Background: an optimization exercise with open tools, aiming at small area. Do not read the settings as production practice.
Only simulation tests tie the RTL to the original design; equivalence was not proved.

File: flow/design.v
module oneD_DCT(input [79:0] x, output [79:0] y);
function [9:0] ad; input [9:0] a, b; input ci; integer i; reg c; begin
  c = ci; for (i = 0; i < 10; i = i + 1) {c, ad[i]} = a[i] + b[i] + c; end endfunction
function [17:0] ad18; input [17:0] a, b; integer i; reg c; begin
  c = 1'b0; for (i = 0; i < 18; i = i + 1) {c, ad18[i]} = a[i] + b[i] + c; end endfunction
function [17:0] sx; input [9:0] d; sx = {{8{d[9]}}, d}; endfunction
function [9:0] m138; input [9:0] d; reg [17:0] v; begin v = sx(d);             
  v = ad18(ad18(v << 7, v << 3), v << 1); m138 = v[17:8]; end endfunction
function [9:0] m181; input [9:0] d; reg [17:0] v, t; begin v = sx(d);           
  t = ad18(v, v << 2); t = ad18(t << 5, t << 2); t = ad18(t, v); m181 = t[17:8]; end endfunction
function [9:0] m334; input [9:0] d; reg [17:0] v, t; begin v = sx(d);           
  t = ad18(v, v << 2); t = ad18(t, t << 5); t = ad18(t << 1, v << 2); m334 = t[17:8]; end endfunction
function [9:0] m97; input [9:0] d; reg [17:0] v, t; begin v = sx(d);            
  t = ad18(v, v << 1); t = ad18(t << 5, v); m97 = t[17:8]; end endfunction
wire [9:0] a0=x[9:0],a1=x[19:10],a2=x[29:20],a3=x[39:30],a4=x[49:40],a5=x[59:50],a6=x[69:60],a7=x[79:70];
wire [9:0] b0 = ad(a0, a7, 1'b0),  b7 = ad(a0, ~a7, 1'b1);
wire [9:0] b1 = ad(a1, a6, 1'b0),  b3 = ad(a1, ~a6, 1'b1);
wire [9:0] b4 = ad(a2, a5, 1'b0),  b6 = ad(a2, ~a5, 1'b1);
wire [9:0] b2 = ad(a2, ~a4, 1'b1);
wire [9:0] nb5 = ad(~a3, ~a4, 1'b1);                  
wire [9:0] c0 = ad(b0, ~nb5, 1'b0), c4 = ad(b0, nb5, 1'b1);
wire [9:0] c3 = ad(b1, b4, 1'b0),   c1 = ad(b1, ~b4, 1'b1);
wire [9:0] c2 = ad(b2, b6, 1'b0);
wire [9:0] c5 = ad(b3, b7, 1'b0);
wire [9:0] c6 = ad(b3, b6, 1'b0);
wire [9:0] c7 = b7;
wire [9:0] d0 = ad(c0, c3, 1'b0),   d1 = ad(c0, ~c3, 1'b1);
wire [9:0] d3 = ad(c1, c4, 1'b0);
wire [9:0] d4 = ad(c2, ~c5, 1'b1);
wire [9:0] h2 = m138(c2), h3 = m181(c6), h4 = m334(c5), h6 = m181(d3), h7 = m97(d4);
wire k2 = c2[9] & (|c2[6:0]);
wire k3 = c6[9] & (|c6[7:0]);
wire k4 = c5[9] & (|c5[6:0]);
wire k6 = d3[9] & (|d3[7:0]);
wire k7 = d4[9] & (|d4[7:0]);
wire [9:0] f2 = ad(c4, h6, k6),  f3 = ad(c4, ~h6, ~k6);
wire [9:0] f4 = ad(c7, h3, k3),  f5 = ad(c7, ~h3, ~k3);
wire [9:0] g6 = ad(h2, h7, k2),  g7 = ad(h4, h7, k4);    
wire [9:0] s1 = ad(f4, g7, k7),  s7 = ad(f4, ~g7, ~k7);
wire [9:0] s5 = ad(f5, g6, k7),  s3 = ad(f5, ~g6, ~k7);
assign y = {s7, f3, s5, d1, s3, f2, s1, d0};
endmodule
module quant(input [9:0] x, input [5:0] idx, output [9:0] q);
reg [6:0] d;
wire [2:0] row = idx[5:3] - 3'd1;    
always @* case ({row, idx[2:0]})
    6'o00: d = 16;   6'o01: d = 11;   6'o02: d = 10;   6'o03: d = 16;   6'o04: d = 24;   6'o05: d = 40;   6'o06: d = 51;   6'o07: d = 61;
    6'o10: d = 12;   6'o11: d = 12;   6'o12: d = 14;   6'o13: d = 19;   6'o14: d = 26;   6'o15: d = 58;   6'o16: d = 60;   6'o17: d = 55;
    6'o20: d = 14;   6'o21: d = 13;   6'o22: d = 16;   6'o23: d = 24;   6'o24: d = 40;   6'o25: d = 57;   6'o26: d = 69;   6'o27: d = 56;
    6'o30: d = 14;   6'o31: d = 17;   6'o32: d = 22;   6'o33: d = 29;   6'o34: d = 51;   6'o35: d = 87;   6'o36: d = 80;   6'o37: d = 62;
    6'o40: d = 18;   6'o41: d = 22;   6'o42: d = 37;   6'o43: d = 56;   6'o44: d = 68;   6'o45: d = 109;  6'o46: d = 103;  6'o47: d = 77;
    6'o50: d = 24;   6'o51: d = 35;   6'o52: d = 55;   6'o53: d = 64;   6'o54: d = 81;   6'o55: d = 104;  6'o56: d = 113;  6'o57: d = 92;
    6'o60: d = 49;   6'o61: d = 64;   6'o62: d = 78;   6'o63: d = 87;   6'o64: d = 103;  6'o65: d = 121;  6'o66: d = 120;  6'o67: d = 101;
    6'o70: d = 72;   6'o71: d = 92;   6'o72: d = 95;   6'o73: d = 98;   6'o74: d = 112;  6'o75: d = 100;  6'o76: d = 103;  6'o77: d = 99;
endcase
function [8:0] ad8; input [7:0] a, b; input ci; integer i; reg c; begin
  c = ci; for (i = 0; i < 8; i = i + 1) {c, ad8[i]} = a[i] + b[i] + c; ad8[8] = c; end endfunction
function [9:0] inc; input [9:0] a; input ci; integer i; reg c; begin
  c = ci; for (i = 0; i < 10; i = i + 1) begin inc[i] = a[i] ^ c; c = a[i] & c; end end endfunction
wire s = x[9];
wire [9:0] ax = inc(x ^ {10{s}}, s);    
reg [12:0] r;
reg [5:0] qq;
reg [8:0] t;
integer j;
always @* begin
    r = {3'd0, ax};
    for (j = 5; j >= 0; j = j - 1) begin
        t = ad8(r[j +: 8], {1'b1, ~d}, 1'b1);    
        qq[j] = t[8];
        if (t[8]) r[j +: 8] = t[7:0];
    end
end
assign q = inc({4'd0, qq} ^ {10{s}}, s);
endmodule
module top (input clk, rst, enin, enout,
            input signed [9:0] datain,
            output reg signed [9:0] dataout);
reg [9:0] W [0:63];
reg [7:0] pc;
wire take   = enin & ~pc[6] & ~pc[7];                   
wire rowrun = pc[6] & ~pc[7];                           
wire rowend = rowrun & (pc[2:0] == 3'd0);
wire colrun = pc[7] & (pc[6:3] == 4'd0);                
wire rd     = enout & pc[7] & (pc[6:3] != 4'd0) & ~(pc[6] & (pc[5:3] == 3'b001));   
wire [79:0] ein, eout;
assign ein = rowrun ? {W[7],W[6],W[5],W[4],W[3],W[2],W[1],W[0]}
                    : {W[56],W[48],W[40],W[32],W[24],W[16],W[8],W[0]};
oneD_DCT eng(.x(ein), .y(eout));
wire [9:0] y0=eout[9:0], y1=eout[19:10], y2=eout[29:20], y3=eout[39:30],
           y4=eout[49:40], y5=eout[59:50], y6=eout[69:60], y7=eout[79:70];
wire [9:0] q;
quant qu(.x(W[56]), .idx(pc[5:0]), .q(q));
always @(posedge clk) begin
    if (rst) pc <= 8'd0;
    else if (take | rowrun | colrun | rd) pc <= pc + 8'd1;
end
always @(posedge clk) if (~rst & rd) dataout <= q;
integer i;
wire shift = take | rowrun | colrun | rd;
always @(posedge clk) begin
    if (shift) begin
        for (i = 0; i < 63; i = i + 1) W[i] <= W[i+1];
        W[63] <= (colrun | rowend) ? y0 : (take ? datain : W[0]);
        if (rowend) begin
            W[0] <= y1; W[1] <= y2; W[2] <= y3; W[3] <= y4;
            W[4] <= y5; W[5] <= y6; W[6] <= y7;
        end
        if (colrun) begin
            W[7] <= y1; W[15] <= y2; W[23] <= y3; W[31] <= y4;
            W[39] <= y5; W[47] <= y6; W[55] <= y7;
        end
    end
end
endmodule
File: flow/flow/run.sh
#!/bin/bash
# Standard layout, with two changes: the port buffers that placement inserts are the
# smallest buffer cell (BUFFER_PORTS_ARGS), and one netlist pass runs between synthesis and
# floorplan: flow/fapol.py re-polarises the full adders of the synthesised netlist so that
# fewer inverters are needed. Registers and every other cell are left as synthesis made them.
set -euo pipefail
R=orfs/results/$FLOW_PLATFORM/top/base
export BUFFER_PORTS_ARGS="-buffer_cell sky130_fd_sc_hd__buf_1"
bash standard.sh synth > standard_synth.log 2>&1
cp $R/1_2_yosys.v $R/1_2_yosys.std.v
python3 flow/fapol.py $R/1_2_yosys.std.v $R/1_2_yosys.pol.v > fapol.log 2>&1
mv $R/1_2_yosys.pol.v $R/1_2_yosys.v
rm -f $R/1_synth.odb $R/1_synth.sdc
bash standard.sh > standard_finish.log 2>&1
File: flow/flow/fapol.py
#!/usr/bin/env python3
"""Re-polarise full adders in a mapped sky130 netlist to need fewer inverters.
A full adder is self-dual: fa(~a,~b,~c) = ~fa(a,b,c) on both outputs. Each fa_1 may be
flipped (inputs and outputs taken complemented); inverters are then re-inserted only where a
consumer needs the other polarity of a signal. The function of every output and register input
is unchanged. usage: fapol.py IN.v OUT.v"""
import re, sys, random, math
from collections import defaultdict

src = open(sys.argv[1]).read()
pat = re.compile(r'^(\s*)(sky130_fd_sc_hd__\w+)\s+(\S+)\s*\((.*?)\);\s*$', re.S | re.M)
cells = []
spans = []
for m in pat.finditer(src):
    ind, t, n, b = m.groups()
    pins = [(a, x.strip()) for a, x in re.findall(r'\.(\w+)\(([^()]*)\)', b)]
    cells.append([t, n, pins])
    spans.append(m.span())
mod_m = re.search(r'module\s+(\S+)\s*\((.*?)\);', src, re.S)
ports = set()
for m in re.finditer(r'^\s*(input|output)\s+(\[[^\]]*\]\s*)?(\S+)\s*;', src, re.M):
    ports.add(m.group(3))
def netbase(net):  # name of the port/wire a net bit belongs to
    net = net.strip()
    if net.startswith('\\'):
        return net.split(' ')[0]
    return net.split('[')[0]
OUTPINS = {'X', 'Y', 'SUM', 'COUT', 'Q', 'Q_N', 'HI', 'LO'}
def esc(v): return v + ' ' if v.startswith('\\') else v
def isinv(t): return re.fullmatch(r'sky130_fd_sc_hd__inv_\d+', t) is not None
isfa = [c[0] == 'sky130_fd_sc_hd__fa_1' for c in cells]
P = 'sky130_fd_sc_hd__'
SWAP = {'xor2_1': ('xnor2_1', 'X', 'Y', 0.0), 'xnor2_1': ('xor2_1', 'Y', 'X', 0.0),
        'mux2i_1': ('mux2_1', 'Y', 'X', 1.2512), 'mux2_1': ('mux2i_1', 'X', 'Y', -1.2512),
        'nand2_1': ('and2_1', 'Y', 'X', 2.5024), 'nor2_1': ('or2_1', 'Y', 'X', 2.5024),
        'a21oi_1': ('a21o_1', 'Y', 'X', 2.5024), 'o21ai_0': ('o21a_1', 'Y', 'X', 2.5024),
        'and2_1': ('nand2_1', 'X', 'Y', -2.5024), 'or2_1': ('nor2_1', 'X', 'Y', -2.5024)}
isswap = [c[0][len(P):] in SWAP for c in cells]
# inverters that drive a port net are kept as ordinary cells
keep = [False] * len(cells)
invmap = {}
for i, (t, n, p) in enumerate(cells):
    if isinv(t):
        d = dict(p)
        if netbase(d['Y']) in ports: keep[i] = True
        else: invmap[d['Y']] = d['A']
def base(net):
    pol = 0
    while net in invmap:
        net = invmap[net]; pol ^= 1
    return net, pol
drv = {}
for i, (t, n, p) in enumerate(cells):
    if isinv(t) and not keep[i]: continue
    for k, v in p:
        if k in OUTPINS: drv[v] = i
cons = defaultdict(list)   # base net -> [(cell, pin index, pol)]
for i, (t, n, p) in enumerate(cells):
    if isinv(t) and not keep[i]: continue
    for j, (k, v) in enumerate(p):
        if k in OUTPINS: continue
        b, pol = base(v)
        cons[b].append((i, j, pol))
# nets read by nothing but that an assign or port uses: refuse to touch designs with assigns
if re.search(r'^\s*assign\s', src, re.M):
    sys.exit('netlist has assign statements; not handled')
mode = [0] * len(cells)
INV = 3.7536
def flipcost(i): return SWAP[cells[i][0][len(P):]][3] if (isswap[i] and mode[i]) else 0.0
def cost(b):
    d = drv.get(b); dm = mode[d] if d is not None else 0
    for (i, j, pol) in cons[b]:
        if pol ^ (mode[i] if isfa[i] else 0) ^ dm: return INV
    return 0.0
nets = list(cons)
cellnets = defaultdict(set)
for b in nets:
    d = drv.get(b)
    if d is not None: cellnets[d].add(b)
    for (i, j, pol) in cons[b]: cellnets[i].add(b)
fas = [i for i in range(len(cells)) if isfa[i] or isswap[i]]
random.seed(1)
start = sum(cost(b) for b in nets)
best = start; bestmode = mode[:]
T0 = 1.0; N = 300000
for step in range(N):
    i = random.choice(fas)
    ns = cellnets[i]
    before = sum(cost(b) for b in ns) + flipcost(i)
    mode[i] ^= 1
    d = sum(cost(b) for b in ns) + flipcost(i) - before
    T = max(0.02, T0 * (1 - step / N))
    if not (d <= 0 or random.random() < math.exp(-d / T)):
        mode[i] ^= 1
    if step % 5000 == 0 or step == N - 1:
        c = sum(cost(b) for b in nets) + sum(flipcost(k) for k in fas)
        if c < best: best = c; bestmode = mode[:]
mode = bestmode
print(f'fapol: inverter+swap area {start:.1f} -> {best:.1f}, fa flipped {sum(mode[i] for i in fas if isfa[i])}, gates swapped {sum(mode[i] for i in fas if isswap[i])}', file=sys.stderr)
# rebuild: every consumer pin connects to its base net or to one new inverter of it
newinv = {}
newcells = []
for b in nets:
    d = drv.get(b); dm = mode[d] if d is not None else 0
    for (i, j, pol) in cons[b]:
        need = pol ^ (mode[i] if isfa[i] else 0) ^ dm
        k, v = cells[i][2][j]
        if need:
            if b not in newinv:
                nm = f'_fapol_{len(newinv)}_'
                newinv[b] = nm
                newcells.append(f'  sky130_fd_sc_hd__inv_1 _fapolinv_{len(newinv)}_ (\n    .A({esc(b)}),\n    .Y({nm})\n  );\n')
            cells[i][2][j] = (k, newinv[b])
        else:
            cells[i][2][j] = (k, b)
out = []
pos = 0
for i, (s, e) in enumerate(spans):
    out.append(src[pos:s]); pos = e
    t, n, p = cells[i]
    if isinv(t) and not keep[i]: continue
    if isswap[i] and mode[i]:
        nt, po, pn, _ = SWAP[t[len(P):]]
        t = P + nt
        p = [(pn if k == po else k, v) for k, v in p]
    body = ',\n'.join(f'    .{k}({esc(v)})' for k, v in p)
    out.append(f'  {t} {n} (\n{body}\n  );')
out.append(src[pos:])
res = ''.join(out)
decl = ''.join(f'  wire {nm};\n' for nm in newinv.values())
i = res.index(';', mod_m.end() - 1) + 1 if False else mod_m.end()
res = res[:i] + '\n' + decl + res[i:]
res = res.replace('endmodule', ''.join(newcells) + 'endmodule', 1)
open(sys.argv[2], 'w').write(res)
File: flow/standard.sh
#!/bin/bash
# synth_recipe.tcl (not shown) runs the flow's synth.tcl, then flattens the netlist and writes it again
# the make line also repeats each setting of config.mk as NAME=value (left out here)
make -C /OpenROAD-flow-scripts/flow DESIGN_CONFIG=/design/flow/config.mk WORK_HOME=/design/flow/orfs CLKGATE_MAP_FILE= SYNTH_SCRIPT=/design/flow/synth_recipe.tcl "${@:-finish}"
File: flow/config.mk
export PLATFORM = sky130hd
export DESIGN_NAME = top
export DESIGN_NICKNAME = top
export VERILOG_FILES = /design/flow/design.v
export SDC_FILE = /design/flow/constraint.sdc
export NUM_CORES = 4
export LEC_CHECK = 0
export CAP_MARGIN = 20
export CORE_MARGIN = 2
export CORE_UTILIZATION = 65
export CTS_BUF_LIST = sky130_fd_sc_hd__clkbuf_16
export CTS_CLUSTER_DIAMETER = 80
export CTS_CLUSTER_SIZE = 30
export PLACE_DENSITY = 0.75
export SLEW_MARGIN = 20
File: flow/constraint.sdc
create_clock -name core_clock -period 20.0 [get_ports {clk}]
set_input_delay 4.0000 -clock core_clock [delete_from_list [all_inputs] [get_ports {clk}]]
set_output_delay 4.0000 -clock core_clock [all_outputs]
set_load 0.01 [all_outputs]
==> results of run 1 <==
per-stage QoR:
| step | std cells | worst slack [ns] | utilization [%] |
|---|---|---|---|
| detailed placement | 2818 | 0.0935 | 68.2 |
| floorplan | 2138 | -0.0422 | - |
| finish | 2864 | 0.934 | 70.3 |
| global route | 2864 | 0.0259 | 70.3 |
| CTS | 2862 | 0.0795 | 70.2 |
| global placement | 2818 | 0.303 | 68.2 |
sequential cells by signal, summed over array words and instances, names as in the netlist:
register  flops
W           640
dataout       8
pc            8
what timing repair did:
item,4_1_cts,5_1_grt
resized for setup,0,14
setup endpoints to repair,0,8
setup buffers,0,2
layer usage:
| layer | vias to the layer above | wire length, um | GRT usage (%) |
|---|---|---|---|
| li1 | 7426 | - | - |
| met1 | 8809 | 29500 | 40.4 |
| met2 | 572 | 33100 | 43.4 |
| met3 | 143 | 3500 | 2.89 |
| met4 | 0 | 2590 | 8.94 |
| met5 | - | 0 | 0 |
path summary, 6_finish.rpt:
path         slack [ns]         end  cells after the start
max reg2reg        0.93  dataout[6]                     73
min                0.40    W[17][7]                      0
min reg2reg        0.40    W[17][7]                      0
max                0.93  dataout[6]                     73
worst max-delay path, delay by kind of cell, from the launching register on:
kind | cells | cell delay [ns]
AOI/OAI and AO/OA | 14 | 2.01
muxes | 2 | 0.32
adders and majority gates | 50 | 15.51
and+or+nand+nor | 3 | 0.32
buffers and inverters | 4 | 0.20
DFF | 1 | 0.46
area by class of cell:
class / instances / area (um^2)
Clock buffer: 31 / 776
Clock inverter: 13 / 221
Fill cell: 3272 / 15300
Inverter: 177 / 664
Multi-Input combinational cell: 1240 / 13700
Sequential cell: 656 / 19600
Tap cell: 680 / 851
Timing Repair Buffer: 67 / 428
==> metrics.csv, run 1 <==
stage,metric,value,unit
clocking,clkSinkCount,656,
critical_path,end_kind,flip-flop,
synthesis,syn_inst,2138,
die,fp-row-count,83,
final_layout,design_area,36200,um^2
clocking,cts.htree.levels,1,
sta,finalSetupTns,0,ns
die,core,51500,um^2
global_routing,overflow,0,
critical_path,start_kind,flip-flop,
critical_path,cp_common_cell,ha_1,
die,start_util,66.1,%
clocking,ctsHoldBuffers,0,
route,drtIter0Drc,1654,
route,first_pass_iters,5,
synthesis,syn_area,34000,um^2
critical_path,crit_required,20.38,ns
route,ant_nets,0,
sta,final.min_clock_period,19.07,ns
final_layout,fin_nets,2654,
final_layout,diodes,0,
global_routing,grt_pass1_wl,109000,um
critical_path,critPathKind,reg2reg,
route,wire_per_inst,24.0,um
clocking,clkLatencyLatePin,0.63,ns
sta,max_freq,0.0524,GHz
critical_path,r2r_start,W[56][9],
hold_path,min_from,W[18][7],
outcome,status,"complete, no violations",
die,ios,24,
placed_design,portBuffers,23,
hold_path,hold_class,reg2reg,
final_layout,layout_commonest_cell,edfxtp_1,
clocking,cts_tree,done,
sta,rsz0062_at_grt,false,
sta,setup_viol,0,
critical_path,crit_start,W[56][9],
sta,hold_viol,0,
clocking,cts_buffers,30,
synthesis,yosysWarningCount,5,
synthesis,synth.avg_cell_area,15.9,um^2
sta,finClkSkew,0.0506,ns
critical_path,crit_path_max_incr_delay,0.46,ns
critical_path,critPathSlowestCell,edfxtp_1,
critical_path,path_max_fanout,4,
clocking,cts-root-buf,clkbuf_16,
final_layout,final_cell_mix,"edfxtp_1 (648), fa_1 (355), nand2_1 (275), inv_1 (178), o21ai_0 (113)",
sta,period_share,95.3,%
critical_path,critical_path_arrival,19.45,ns
route,wirelength,68700,um
placed_design,placed_cell_area,35200,um^2
global_routing,grt_pass1_vias,18000,
sta,worst_pin_slew,1.03,ns
placed_design,dp_hpwl,50700,um
placed_design,place.gp.congestion,0.908,
die,fp.dieH,233,um
global_routing,grt_antenna_before_repair,0,
global_routing,grt_max_degree,96,
clocking,cts.clk_slew.worst_paths,0.11,ns
clocking,max-clock-path-buffers,3,
route,num_vias,17000,
final_layout,drive_gt1_share,7.69,%
global_routing,grt_usage,27.3,%
synthesis,syn_nets,2620,
sta,hold_slack,0.402,ns
die,dieWidth,233,um
final_layout,areaGrowthSynthToFinish,6.42,%
sta,maxSlewViolCount,0,
sta,max-slew-margin-rel,31.5,%
die,die_area,54200,um^2
route,post-route-drc-count,0,
route,vias_per_cell,5.92,
run,maxCapViolations,0,
==> run 2: changes to the inputs <==
--- a/flow/config.mk
+++ b/flow/config.mk
@@ -9,5 +9,5 @@
 export CORE_MARGIN = 2
 export CORE_UTILIZATION = 65
-export CTS_BUF_LIST = sky130_fd_sc_hd__clkbuf_16
+export CTS_BUF_LIST = sky130_fd_sc_hd__clkbuf_8 sky130_fd_sc_hd__clkbuf_16
 export CTS_CLUSTER_DIAMETER = 80
 export CTS_CLUSTER_SIZE = 30
==> run 2 against run 1 <==
  * Still clean
  * Die area unchanged
  * Synthesized cell count unchanged
  * Global-route usage unchanged
==> metrics.csv, run 2 <==
stage,metric,value,unit
sta,max-slew-margin-rel,31.5,%
final_layout,largest_register,W,
final_layout,fin_nets,2654,
route,wire_per_inst,24.0,um
sta,max_freq,0.0524,GHz
die,core,51500,um^2
critical_path,start_kind,flip-flop,
final_layout,drive_gt1_share,7.69,%
hold_path,min_from,W[18][7],
final_layout,layout_commonest_cell,edfxtp_1,
final_layout,diodes,0,
die,start_util,66.1,%
critical_path,critPathTopFamily,adder cells,
sta,rsz0062_at_grt,false,
global_routing,grt_antenna_before_repair,0,
die,ios,24,
critical_path,crit_path_max_incr_delay,0.46,ns
final_layout,fin_util,70.3,%
run,maxCapViolations,0,
sta,period_share,95.3,%
placed_design,place.gp.congestion,0.908,
critical_path,reg2reg_to,dataout[6],
route,wirelength,68700,um
synthesis,yosysWarningCount,5,
clocking,clkLatencyLatePin,0.63,ns
global_routing,grt_pass1_wl,109000,um
die,die_area,54200,um^2
final_layout,largest_reg_flops,640,
critical_path,crit_required,20.38,ns
critical_path,rrSetupSlack,0.93,ns
placed_design,dpl.cell_count,2818,
critical_path,path_max_fanout,4,
final_layout,multi_input_area,13700,um^2
final_layout,reg_top3,"W x640, dataout x8, pc x8",
critical_path,critPathKind,reg2reg,
route,drtIter0Drc,1654,
synthesis,syn_inst,2138,
final_layout,fillCellCount,3272,
sta,worst_pin_slew,1.03,ns
sta,hold_viol,0,
sta,maxSlewViolCount,0,
route,ant_nets,0,
die,fp.dieH,233,um
outcome,status,"complete, no violations",
placed_design,dp_hpwl,50700,um
sta,finClkSkew,0.0506,ns
critical_path,r2r_start,W[56][9],
final_layout,final_cell_mix,"edfxtp_1 (648), fa_1 (355), nand2_1 (275), inv_1 (178), o21ai_0 (113)",
placed_design,portBuffers,23,
final_layout,areaGrowthSynthToFinish,6.42,%
route,num_vias,17000,
sta,final.min_clock_period,19.07,ns
critical_path,r2r_cells,73,
clocking,cts.clk_slew.worst_paths,0.11,ns
critical_path,critical_path_arrival,19.45,ns
route,post-route-drc-count,0,
critical_path,cp_common_cell,ha_1,
critical_path,crit_cells,73,
global_routing,grt_pass1_vias,18000,
synthesis,synth.avg_cell_area,15.9,um^2
synthesis,syn_area,34000,um^2
route,first_pass_iters,5,
sta,setup_viol,0,
clocking,cts-root-buf,clkbuf_16,
clocking,cts.htree.levels,1,
hold_path,hold_path_depth,0,
die,dieWidth,233,um
hold_path,hold_class,reg2reg,
clocking,clkSinkCount,656,
global_routing,grt_max_degree,96,
route,vias_per_cell,5.92,
die,fp-row-count,83,
critical_path,cp_num_buf_inv,4,
critical_path,critPathSlowestCell,edfxtp_1,
final_layout,seq_area,19600,um^2
global_routing,overflow,0,
synthesis,syn_nets,2620,
clocking,max-clock-path-buffers,3,
hold_path,min_to,W[17][7],
clocking,cts_buffers,30,
clocking,cts_tree,done,
critical_path,end_kind,flip-flop,
global_routing,grt_usage,27.3,%
final_layout,instances_no_fill,2864,
-- run 2: metal layers --
metal,share of wire (%),up-vias,global-route usage (%)
li1,-,7426,-
met1,43,8809,40.4
met2,48,572,43.4
met3,5.1,143,2.89
met4,3.8,0,8.94
met5,0,-,0
-- run 2: repair_timing --
action | 4_1_cts | 5_1_grt
endpoints found under the hold margin | 0 | 0
endpoints found under the setup margin | 0 | 8
setup buffers | 0 | 2
hold buffers | 0 | 0
gates resized for setup | 0 | 14
-- run 2: worst max-delay path by stage --
stage          slack (ns)         end  startpoint
4_1_cts              0.08  dataout[6]       pc[4]
5_1_grt              0.03  dataout[6]    W[56][9]
6_report             0.93  dataout[6]    W[56][9]
3_5_place_dp         0.09  dataout[6]       pc[4]
2_1_floorplan       -0.04  dataout[6]    W[56][9]
3_3_place_gp         0.30  dataout[6]       pc[1]
-- run 2: final cells by class --
class,count,share of cell area (%)
Sequential cell,656,54.2
Clock inverter,13,0.612
Inverter,177,1.83
Tap cell,680,2.35
Timing Repair Buffer,67,1.18
Clock buffer,31,2.14
Multi-Input combinational cell,1240,37.7
-- run 2: per-stage QoR --
step	hold slack [ns]	TNS (ns)	setup slack [ns]	instance area, um^2
3_5_place_dp	0.405	0	0.0935	35200
6_report	0.402	0	0.934	36200
5_1_grt	0.423	0	0.0259	36200
3_3_place_gp	0.401	0	0.303	35200
4_1_cts	0.409	0	0.0795	36100
2_1_floorplan	0.400	-0.0422	-0.0422	34100
==> run 3: changes to the inputs <==
--- a/flow/config.mk
+++ b/flow/config.mk
@@ -9,7 +9,7 @@
 export CORE_MARGIN = 2
 export CORE_UTILIZATION = 65
-export CTS_BUF_LIST = sky130_fd_sc_hd__clkbuf_8 sky130_fd_sc_hd__clkbuf_16
-export CTS_CLUSTER_DIAMETER = 80
-export CTS_CLUSTER_SIZE = 30
+export CTS_BUF_LIST = sky130_fd_sc_hd__clkbuf_16
+export CTS_CLUSTER_DIAMETER = 60
+export CTS_CLUSTER_SIZE = 25
 export PLACE_DENSITY = 0.75
 export SLEW_MARGIN = 20
==> run 3 against run 2 <==
  * Critical path type unchanged
  * Global-route usage increased by 0.46 points
  * Highest routed layer unchanged
  * Largest cell class unchanged
  * Still clean on timing, DRC and antenna
  * Sequential cell count unchanged
  * Core utilization increased by 0.79 points
  * Critical endpoint unchanged
  * Worst setup slack improved by 0.0015 ns
==> metrics.csv, run 3 <==
stage,metric,value,unit
hold_path,hold_class,reg2reg,
sta,final.min_clock_period,19.06,ns
clocking,clkLatencyLatePin,0.60,ns
sta,rsz0062_at_grt,false,
sta,postLayoutSetupSlackWorst,0.935,ns
global_routing,grt_pass1_vias,18200,
die,start_util,66.1,%
critical_path,rrSetupSlack,0.94,ns
clocking,cts_tree,done,
critical_path,critPathKind,reg2reg,
route,post-route-drc-count,0,
route,first_pass_iters,5,
clocking,ctsHoldBuffers,0,
final_layout,final_cell_mix,"edfxtp_1 (648), fa_1 (355), nand2_1 (275), inv_1 (179), o21ai_0 (113)",
sta,finClkSkew,0.0421,ns
die,die_area,54200,um^2
route,vias_per_cell,5.93,
synthesis,yosysWarningCount,5,
sta,max-slew-margin-rel,31.5,%
route,wirelength,69400,um
synthesis,syn_nets,2620,
sta,maxSlewViolCount,0,
global_routing,grt_antenna_before_repair,0,
route,wl_met1,28800,um
run,maxCapViolations,0,
clocking,cts-root-buf,clkbuf_16,
synthesis,synth.avg_cell_area,15.9,um^2
critical_path,crit_path_max_incr_delay,0.45,ns
critical_path,end_kind,flip-flop,
placed_design,place_ws,0.0935,ns
final_layout,largest_reg_flops,640,
route,ant_nets,0,
route,met3_wirelength,4400,um
die,fp-row-count,83,
global_routing,grt_pass1_wl,110000,um
critical_path,critPathSlowestCell,edfxtp_1,
clocking,clkSinkCount,656,
final_layout,instances_no_fill,2887,
route,highest_layer,met4,
final_layout,diodes,0,
die,ios,24,
critical_path,start_kind,flip-flop,
final_layout,layout_commonest_cell,edfxtp_1,
route,num_vias,17100,
critical_path,critical_path_arrival,19.40,ns
placed_design,dp_hpwl,50700,um
clocking,cts.htree.levels,2,
final_layout,drive_gt1_share,8.56,%
synthesis,syn_inst,2138,
critical_path,cp_common_cell,ha_1,
sta,worst_pin_slew,1.03,ns
route,drtIter0Drc,1425,
sta,hold_viol,0,
global_routing,grt_max_degree,96,
placed_design,portBuffers,23,
placed_design,dpl.cell_count,2818,
sta,max_freq,0.0525,GHz
clocking,cts_buffers,41,
global_routing,overflow,0,
route,wl_met2,33600,um
route,wire_per_inst,24.0,um
critical_path,path_max_fanout,4,
final_layout,fin_nets,2666,
die,fp.dieH,233,um
sta,period_share,95.3,%
clocking,max-clock-path-buffers,3,
outcome,status,"complete, no violations",
synthesis,syn_area,34000,um^2
placed_design,place.gp.congestion,0.908,
final_layout,reg_top3,"W x640, dataout x8, pc x8",
final_layout,areaGrowthSynthToFinish,7.62,%
die,dieWidth,233,um
critical_path,crit_required,20.33,ns
final_layout,largest_register,W,
sta,setup_viol,0,
clocking,cts.clk_slew.worst_paths,0.09,ns
die,core,51500,um^2
global_routing,grt_usage,27.7,%
## run 3: path summary, 6_finish.rpt
path | start | to | cells after the start
max reg2reg | W[56][9] | dataout[6] | 73
min | W[18][3] | W[17][3] | 0
min reg2reg | W[18][3] | W[17][3] | 0
max | W[56][9] | dataout[6] | 73
## run 3: per-stage QoR
step                      cell area, um^2  hold WS, ns  setup TNS (ns)  util (%)
after floorplan                     34100        0.400         -0.0422         -
after global placement              35200        0.401               0      68.2
after detailed placement            35200        0.405               0      68.2
after CTS                           36500        0.403               0      70.9
after global routing                36600        0.411               0      71.1
final                               36600        0.402               0      71.1
## run 3: timing repair
item	CTS	global route
buffers inserted	0	3
resized for setup	0	16
setup endpoints to repair	0	7
## run 3: worst max-delay path: cells and delay by family (launching register included)
kind                     cells  cell delay [ns]
AO/OA/AOI/OAI               14             2.00
buffers and inverters        4             0.19
AND/OR/NAND/NOR              3             0.32
flip-flops                   1             0.45
adder cells (fa/ha/maj)     50            15.53
multiplexers                 2             0.32
## run 3: final cells by class
| class | instances | area (um^2) |
|---|---|---|
| clock buffers | 42 | 1050 |
| fillers | 3227 | 14900 |
| flip-flops and latches | 656 | 19600 |
| repair buffers | 68 | 435 |
| clock inverters | 24 | 334 |
| inverters | 177 | 664 |
| well taps | 680 | 851 |
| multi-input cells | 1240 | 13700 |
## run 3: per-layer routing
layer	global-route usage, %	vias up
met5	0	-
met4	9.38	0
li1	-	7463
met1	40.3	8888
met3	3.92	134
met2	44.1	630

-- separate check: timing with driven ports --
How much do the figures lean on ideal ports? The routed layouts below were timed once more, with nothing changed but the port constraints. Step 1: set_driving_cell puts a clkbuf_16 on clk and a buf_2 on each other input, an assumption about the parent block. Step 2 also shifts input and output timing later by t, the mid clock arrival at the registers, as if the neighbouring blocks saw the same clock. a / b / c = ideal / step 1 / step 2; a / b = the first two.
| run | t, ns | setup WS [ns] | hold WS [ns] | worst register clock-pin slew, ns | worst data-port slew with drivers (ns) |
|---|---|---|---|---|---|
| run 1 | 0.670 | 0.934 / 0.934 / 0.934 | 0.402 / 0.402 / 0.402 | 0.11 / 0.11 | 0.04 |
| run 2 | 0.670 | 0.934 / 0.934 / 0.934 | 0.402 / 0.402 / 0.402 | 0.11 / 0.11 | 0.04 |
| run 3 | 0.641 | 0.935 / 0.935 / 0.935 | 0.402 / 0.402 / 0.402 | 0.09 / 0.09 | 0.04 |
After both steps setup and hold are still met in every run listed.
